This is an optimization exercise on Yosys and OpenROAD, whose aim is small area and a short achievable clock period, not a production implementation.
Function was checked by simulation only, so behaviour that the tests miss may differ from the original.
Power figures rest on the tool's default switching activity, not on a simulated workload.

==> flow/design.v <==
module cmp_node_n(input logic ghn, thn, gln, tln, output logic g, t);
    assign g = ~(ghn & (thn | gln));
    assign t = ~(thn | tln);
endmodule
module cmp_node_p(input logic gh, th, gl, tl, output logic gn, tn);
    assign gn = ~(gh | (th & gl));
    assign tn = ~(th & tl);
endmodule
module cmp_grp(input logic [7:0] a, nb, output logic g, t);
    always_comb begin
        logic [7:0] gg, tt;
        gg = a & nb;
        tt = a | nb;
        for (int w = 1; w < 8; w = w * 2)
            for (int i = 0; i < 8; i = i + 2 * w) begin
                gg[i] = gg[i + w] | (tt[i + w] & gg[i]);
                tt[i] = tt[i + w] & tt[i];
            end
        g = gg[0];
        t = tt[0];
    end
endmodule
module cmp_ge64(input logic [63:0] a, input logic [63:0] nb, output logic ge);
    logic [63:0] ac, nbc;
    assign ac  = {a[63:1], a[0] | nb[0]};
    assign nbc = {nb[63:1], a[0] | nb[0]};
    logic [7:0] gl0, tl0;   
    for (genvar i = 0; i < 8; i++) begin : lg
        cmp_grp u(.a(ac[8*i+7:8*i]), .nb(nbc[8*i+7:8*i]), .g(gl0[i]), .t(tl0[i]));
    end
    logic [3:0] gl1, tl1;   
    for (genvar i = 0; i < 4; i++) begin : nl1
        cmp_node_p u(.gh(gl0[2*i+1]), .th(tl0[2*i+1]), .gl(gl0[2*i]), .tl(tl0[2*i]), .gn(gl1[i]), .tn(tl1[i]));
    end
    logic [1:0] gl2, tl2;   
    for (genvar i = 0; i < 2; i++) begin : nl2
        cmp_node_n u(.ghn(gl1[2*i+1]), .thn(tl1[2*i+1]), .gln(gl1[2*i]), .tln(tl1[2*i]), .g(gl2[i]), .t(tl2[i]));
    end
    logic [0:0] gl3, tl3;   
    for (genvar i = 0; i < 1; i++) begin : nl3
        cmp_node_p u(.gh(gl2[2*i+1]), .th(tl2[2*i+1]), .gl(gl2[2*i]), .tl(tl2[2*i]), .gn(gl3[i]), .tn(tl3[i]));
    end
    assign ge = ~gl3[0];
endmodule
module day5_top(
        input  logic        clock,
        input  logic        reset,
        input  logic        load_ranges,
        input  logic [63:0] start_range,
        input  logic [63:0] end_range,
        input  logic [63:0] id,
        output logic [31:0] total_fresh
    );
    localparam int DEPTH = 16;
    logic [DEPTH-1:0][63:0] nrs, re;
    always_ff @(posedge clock) begin
        nrs[0] <= load_ranges ? ~start_range : nrs[DEPTH-1];
        re[0]  <= load_ranges ? end_range    : re[DEPTH-1];
        for (int k = 1; k < DEPTH; k++) begin
            nrs[k] <= nrs[k-1];
            re[k]  <= re[k-1];
        end
    end
    logic [63:0]      nid;
    logic [DEPTH-1:0] ge_s, le_e;
    assign nid = ~id;
    for (genvar k = 0; k < DEPTH; k++) begin : g_slot
        cmp_ge64 u_s(.a(id),    .nb(nrs[k]), .ge(ge_s[k]));   
        cmp_ge64 u_e(.a(re[k]), .nb(nid),    .ge(le_e[k]));   
    end
    logic [DEPTH-1:0] hit1;
    logic             v1;
    always_ff @(posedge clock) begin
        hit1 <= ge_s & le_e;
        v1   <= ~reset & ~load_ranges;
    end
    logic f2;
    always_ff @(posedge clock)
        f2 <= ~reset & v1 & (|hit1);
    logic [31:0] carry;
    always_comb
        for (int i = 0; i < 32; i++)
            carry[i] = f2 & (&(total_fresh | ~((32'd1 << i) - 32'd1)));
    always_ff @(posedge clock) begin
        if (reset)
            total_fresh <= '0;
        else
            total_fresh <= total_fresh ^ carry;
    end
endmodule
export LEC_CHECK = 0
export CAP_MARGIN = 20
export CORE_MARGIN = 2
export CORE_UTILIZATION = 60
export CTS_CLUSTER_DIAMETER = 100
export CTS_CLUSTER_SIZE = 20
export SETUP_SLACK_MARGIN = 1.5
export SLEW_MARGIN = 20
export SYNTH_HIERARCHICAL = 1
create_clock -name core_clock -period 3.3 [get_ports {clock}]
run.sh (not shown) runs the stock make flow with config.mk's settings and CLKGATE_MAP_FILE= SYNTH_SCRIPT=/design/flow/synth_recipe.tcl, a recipe that flattens the netlist after the stock synthesis.
The starting point finished with timing, DRC and antenna clean.
==> next run, changes <==
--- a/flow/design.v
+++ b/flow/design.v
@@ -77,14 +77,16 @@
     logic f2;
     always_ff @(posedge clock)
         f2 <= ~reset & v1 & (|hit1);
-    logic [31:0] carry;
+    logic [31:0] count, carry;
     always_comb
         for (int i = 0; i < 32; i++)
-            carry[i] = f2 & (&(total_fresh | ~((32'd1 << i) - 32'd1)));
+            carry[i] = f2 & (&(count | ~((32'd1 << i) - 32'd1)));
     always_ff @(posedge clock) begin
         if (reset)
-            total_fresh <= '0;
+            count <= '0;
         else
-            total_fresh <= total_fresh ^ carry;
+            count <= count ^ carry;
     end
+    always_ff @(posedge clock)
+        total_fresh <= count;
 endmodule
Non-clock buffer count climbs by 54.
Clock skew stays flat.
Clock power barely changes.
Global-route usage increases by 0.52 points.
Routed wire length rose by 3.9%.
Count of clock-buffer cells in the layout came out lower by 1.
Total power came out higher by 2.1%.
Area after synthesis came out higher by 0.85%.
Die area came out higher by 0.84%.


Setup of 04-03:
day5_top, a different RTL version from the one above (not shown whole).
Size: roughly 230 I/O pins, ~0.075 sq mm of cells after synthesis.
==> module cmp_lt64, before the edit <==
module cmp_lt64(input logic [63:0] a, input logic [63:0] nb, output logic lt);
    logic [63:0] ac, nbc;
    assign ac  = {a[63:1], a[0] | nb[0]};
    assign nbc = {nb[63:1], a[0] | nb[0]};
    logic [7:0] gl0, tl0;   
    for (genvar i = 0; i < 8; i++) begin : lg
        cmp_grp u(.a(ac[8*i+7:8*i]), .nb(nbc[8*i+7:8*i]), .g(gl0[i]), .t(tl0[i]));
    end
    always_comb begin
        logic [7:0] gg, tt;
        gg = gl0;
        tt = tl0;
        for (int w = 1; w < 8; w = w * 2)
            for (int i = 0; i < 8; i = i + 2 * w) begin
                gg[i] = gg[i + w] | (tt[i + w] & gg[i]);
                tt[i] = tt[i + w] & tt[i];
            end
        lt = ~gg[0];
    end
endmodule
==> module cmp_le64, before the edit <==
module cmp_le64(input logic [63:0] a, input logic [63:0] nb, output logic le);
    logic [63:0] ac, nbc;
    assign ac  = a;
    assign nbc = nb;
    logic [7:0] gl0, tl0;   
    for (genvar i = 0; i < 8; i++) begin : lg
        cmp_grp u(.a(ac[8*i+7:8*i]), .nb(nbc[8*i+7:8*i]), .g(gl0[i]), .t(tl0[i]));
    end
    always_comb begin
        logic [7:0] gg, tt;
        gg = gl0;
        tt = tl0;
        for (int w = 1; w < 8; w = w * 2)
            for (int i = 0; i < 8; i = i + 2 * w) begin
                gg[i] = gg[i + w] | (tt[i + w] & gg[i]);
                tt[i] = tt[i + w] & tt[i];
            end
        le = ~gg[0];
    end
endmodule
Settings: LEC_CHECK=0, CAP_MARGIN=20, CORE_MARGIN=2, CORE_UTILIZATION=60, CTS_CLUSTER_DIAMETER=100, CTS_CLUSTER_SIZE=20, SETUP_SLACK_MARGIN=1.5, SLEW_MARGIN=20, SYNTH_HIERARCHICAL=1; clock period 3.3 ns.
### 04-03 -> 05-01
-- flow/design.v --
<<< 04-03, line 1
module cmp_grp(input logic [7:0] a, nb, output logic g, t);
    always_comb begin
>>> 05-01, line 1
module cmp_node_n(input logic ghn, thn, gln, tln, output logic g, t);
    assign g = ~(ghn & (thn | gln));
    assign t = ~(thn | tln);
endmodule
module cmp_node_p(input logic gh, th, gl, tl, output logic gn, tn);
    assign gn = ~(gh | (th & gl));
    assign tn = ~(th & tl);
endmodule
module cmp_grp(input logic [7:0] a, nb, output logic g, t);
    always_comb begin
<<< 04-03, line 21
        cmp_grp u(.a(ac[8*i+7:8*i]), .nb(nbc[8*i+7:8*i]), .g(gl0[i]), .t(tl0[i]));
    end
    always_comb begin
        logic [7:0] gg, tt;
        gg = gl0;
        tt = tl0;
        for (int w = 1; w < 8; w = w * 2)
            for (int i = 0; i < 8; i = i + 2 * w) begin
                gg[i] = gg[i + w] | (tt[i + w] & gg[i]);
                tt[i] = tt[i + w] & tt[i];
            end
        lt = ~gg[0];
    end
endmodule
module cmp_le64(input logic [63:0] a, input logic [63:0] nb, output logic le);
>>> 05-01, line 29
        cmp_grp u(.a(ac[8*i+7:8*i]), .nb(nbc[8*i+7:8*i]), .g(gl0[i]), .t(tl0[i]));
    end
    logic [3:0] gl1, tl1;   
    for (genvar i = 0; i < 4; i++) begin : nl1
        cmp_node_p u(.gh(gl0[2*i+1]), .th(tl0[2*i+1]), .gl(gl0[2*i]), .tl(tl0[2*i]), .gn(gl1[i]), .tn(tl1[i]));
    end
    logic [1:0] gl2, tl2;   
    for (genvar i = 0; i < 2; i++) begin : nl2
        cmp_node_n u(.ghn(gl1[2*i+1]), .thn(tl1[2*i+1]), .gln(gl1[2*i]), .tln(tl1[2*i]), .g(gl2[i]), .t(tl2[i]));
    end
    logic [0:0] gl3, tl3;   
    for (genvar i = 0; i < 1; i++) begin : nl3
        cmp_node_p u(.gh(gl2[2*i+1]), .th(tl2[2*i+1]), .gl(gl2[2*i]), .tl(tl2[2*i]), .gn(gl3[i]), .tn(tl3[i]));
    end
    assign lt = gl3[0];
endmodule
module cmp_le64(input logic [63:0] a, input logic [63:0] nb, output logic le);
<<< 04-03, line 41
        cmp_grp u(.a(ac[8*i+7:8*i]), .nb(nbc[8*i+7:8*i]), .g(gl0[i]), .t(tl0[i]));
    end
    always_comb begin
        logic [7:0] gg, tt;
        gg = gl0;
        tt = tl0;
        for (int w = 1; w < 8; w = w * 2)
            for (int i = 0; i < 8; i = i + 2 * w) begin
                gg[i] = gg[i + w] | (tt[i + w] & gg[i]);
                tt[i] = tt[i + w] & tt[i];
            end
        le = ~gg[0];
    end
endmodule
module day5_top(
>>> 05-01, line 51
        cmp_grp u(.a(ac[8*i+7:8*i]), .nb(nbc[8*i+7:8*i]), .g(gl0[i]), .t(tl0[i]));
    end
    logic [3:0] gl1, tl1;   
    for (genvar i = 0; i < 4; i++) begin : nl1
        cmp_node_p u(.gh(gl0[2*i+1]), .th(tl0[2*i+1]), .gl(gl0[2*i]), .tl(tl0[2*i]), .gn(gl1[i]), .tn(tl1[i]));
    end
    logic [1:0] gl2, tl2;   
    for (genvar i = 0; i < 2; i++) begin : nl2
        cmp_node_n u(.ghn(gl1[2*i+1]), .thn(tl1[2*i+1]), .gln(gl1[2*i]), .tln(tl1[2*i]), .g(gl2[i]), .t(tl2[i]));
    end
    logic [0:0] gl3, tl3;   
    for (genvar i = 0; i < 1; i++) begin : nl3
        cmp_node_p u(.gh(gl2[2*i+1]), .th(tl2[2*i+1]), .gl(gl2[2*i]), .tl(tl2[2*i]), .gn(gl3[i]), .tn(tl3[i]));
    end
    assign le = gl3[0];
endmodule
module day5_top(
### Flow results
- Post-route non-filler standard cell count: 05-01 and 04-03 compared, lower one is 05-01
- 05-01 gives more die area than 04-03 did.
- Achievable frequency: 05-01 > 04-03
- Relative to 04-03, the overall power consumption measured on 05-01 has increased slightly.
- Compared with 04-03, in 05-01 arrival time of the worst setup path lost 20 ps; final worst clock skew picked up an extra 4.6 ps.
- Comparing final critical path time including I/O delays and setup for 05-01 and 04-03, the bigger number came from 04-03.
- In terms of final core area utilization, 04-03 and 05-01 differ only marginally.
- Compared with 04-03, 05-01 ends up with a larger final cell area.
- Least setup slack across all paths after layout ended up 6.6 ps higher on 05-01 than on 04-03.
- Worst max-slew margin expressed relative to the limit in 05-01 is 5.4 points higher than in 04-03
- Comparing the two runs side by side, 05-01 comes out behind 04-03 on global-route wire length before repair.

[separate check: timing with driven ports]
In the flow no input, the clock included, has a driving cell. The finished layouts below were timed again as built, in two steps. Step 1, drivers: a clkbuf_16 drives clock and a buf_2 each remaining input, both assumed. Step 2 also shifts input and output timing later by t, the mid clock arrival at the registers, as if the neighbouring blocks saw the same clock. Slacks: ideal / step 1 / step 2; pairs: ideal / step 1.
run	t, ns	setup slack, ns	hold slack, ns	latest minus earliest clock arrival (ns)	pins driven straight from the clock port
the first run of note 1	0.824	1.180 / 1.203 / 0.407	0.340 / 0.340 / 0.340	0.025 / 0.026	1
the second run of note 1	0.824	1.221 / 1.221 / 0.441	0.225 / 0.163 / 0.336	0.026 / 0.026	1
04-03	0.824	1.390 / 1.343 / 0.698	0.351 / 0.351 / 0.351	0.026 / 0.026	1
05-01	0.813	1.397 / 1.328 / 0.642	0.347 / 0.347 / 0.347	0.032 / 0.032	1
After both steps every run listed still meets setup and hold. For the second run of note 1, which loses most, drivers alone change the setup slack by 0.000 ns; drivers and shift together by -0.780 ns.
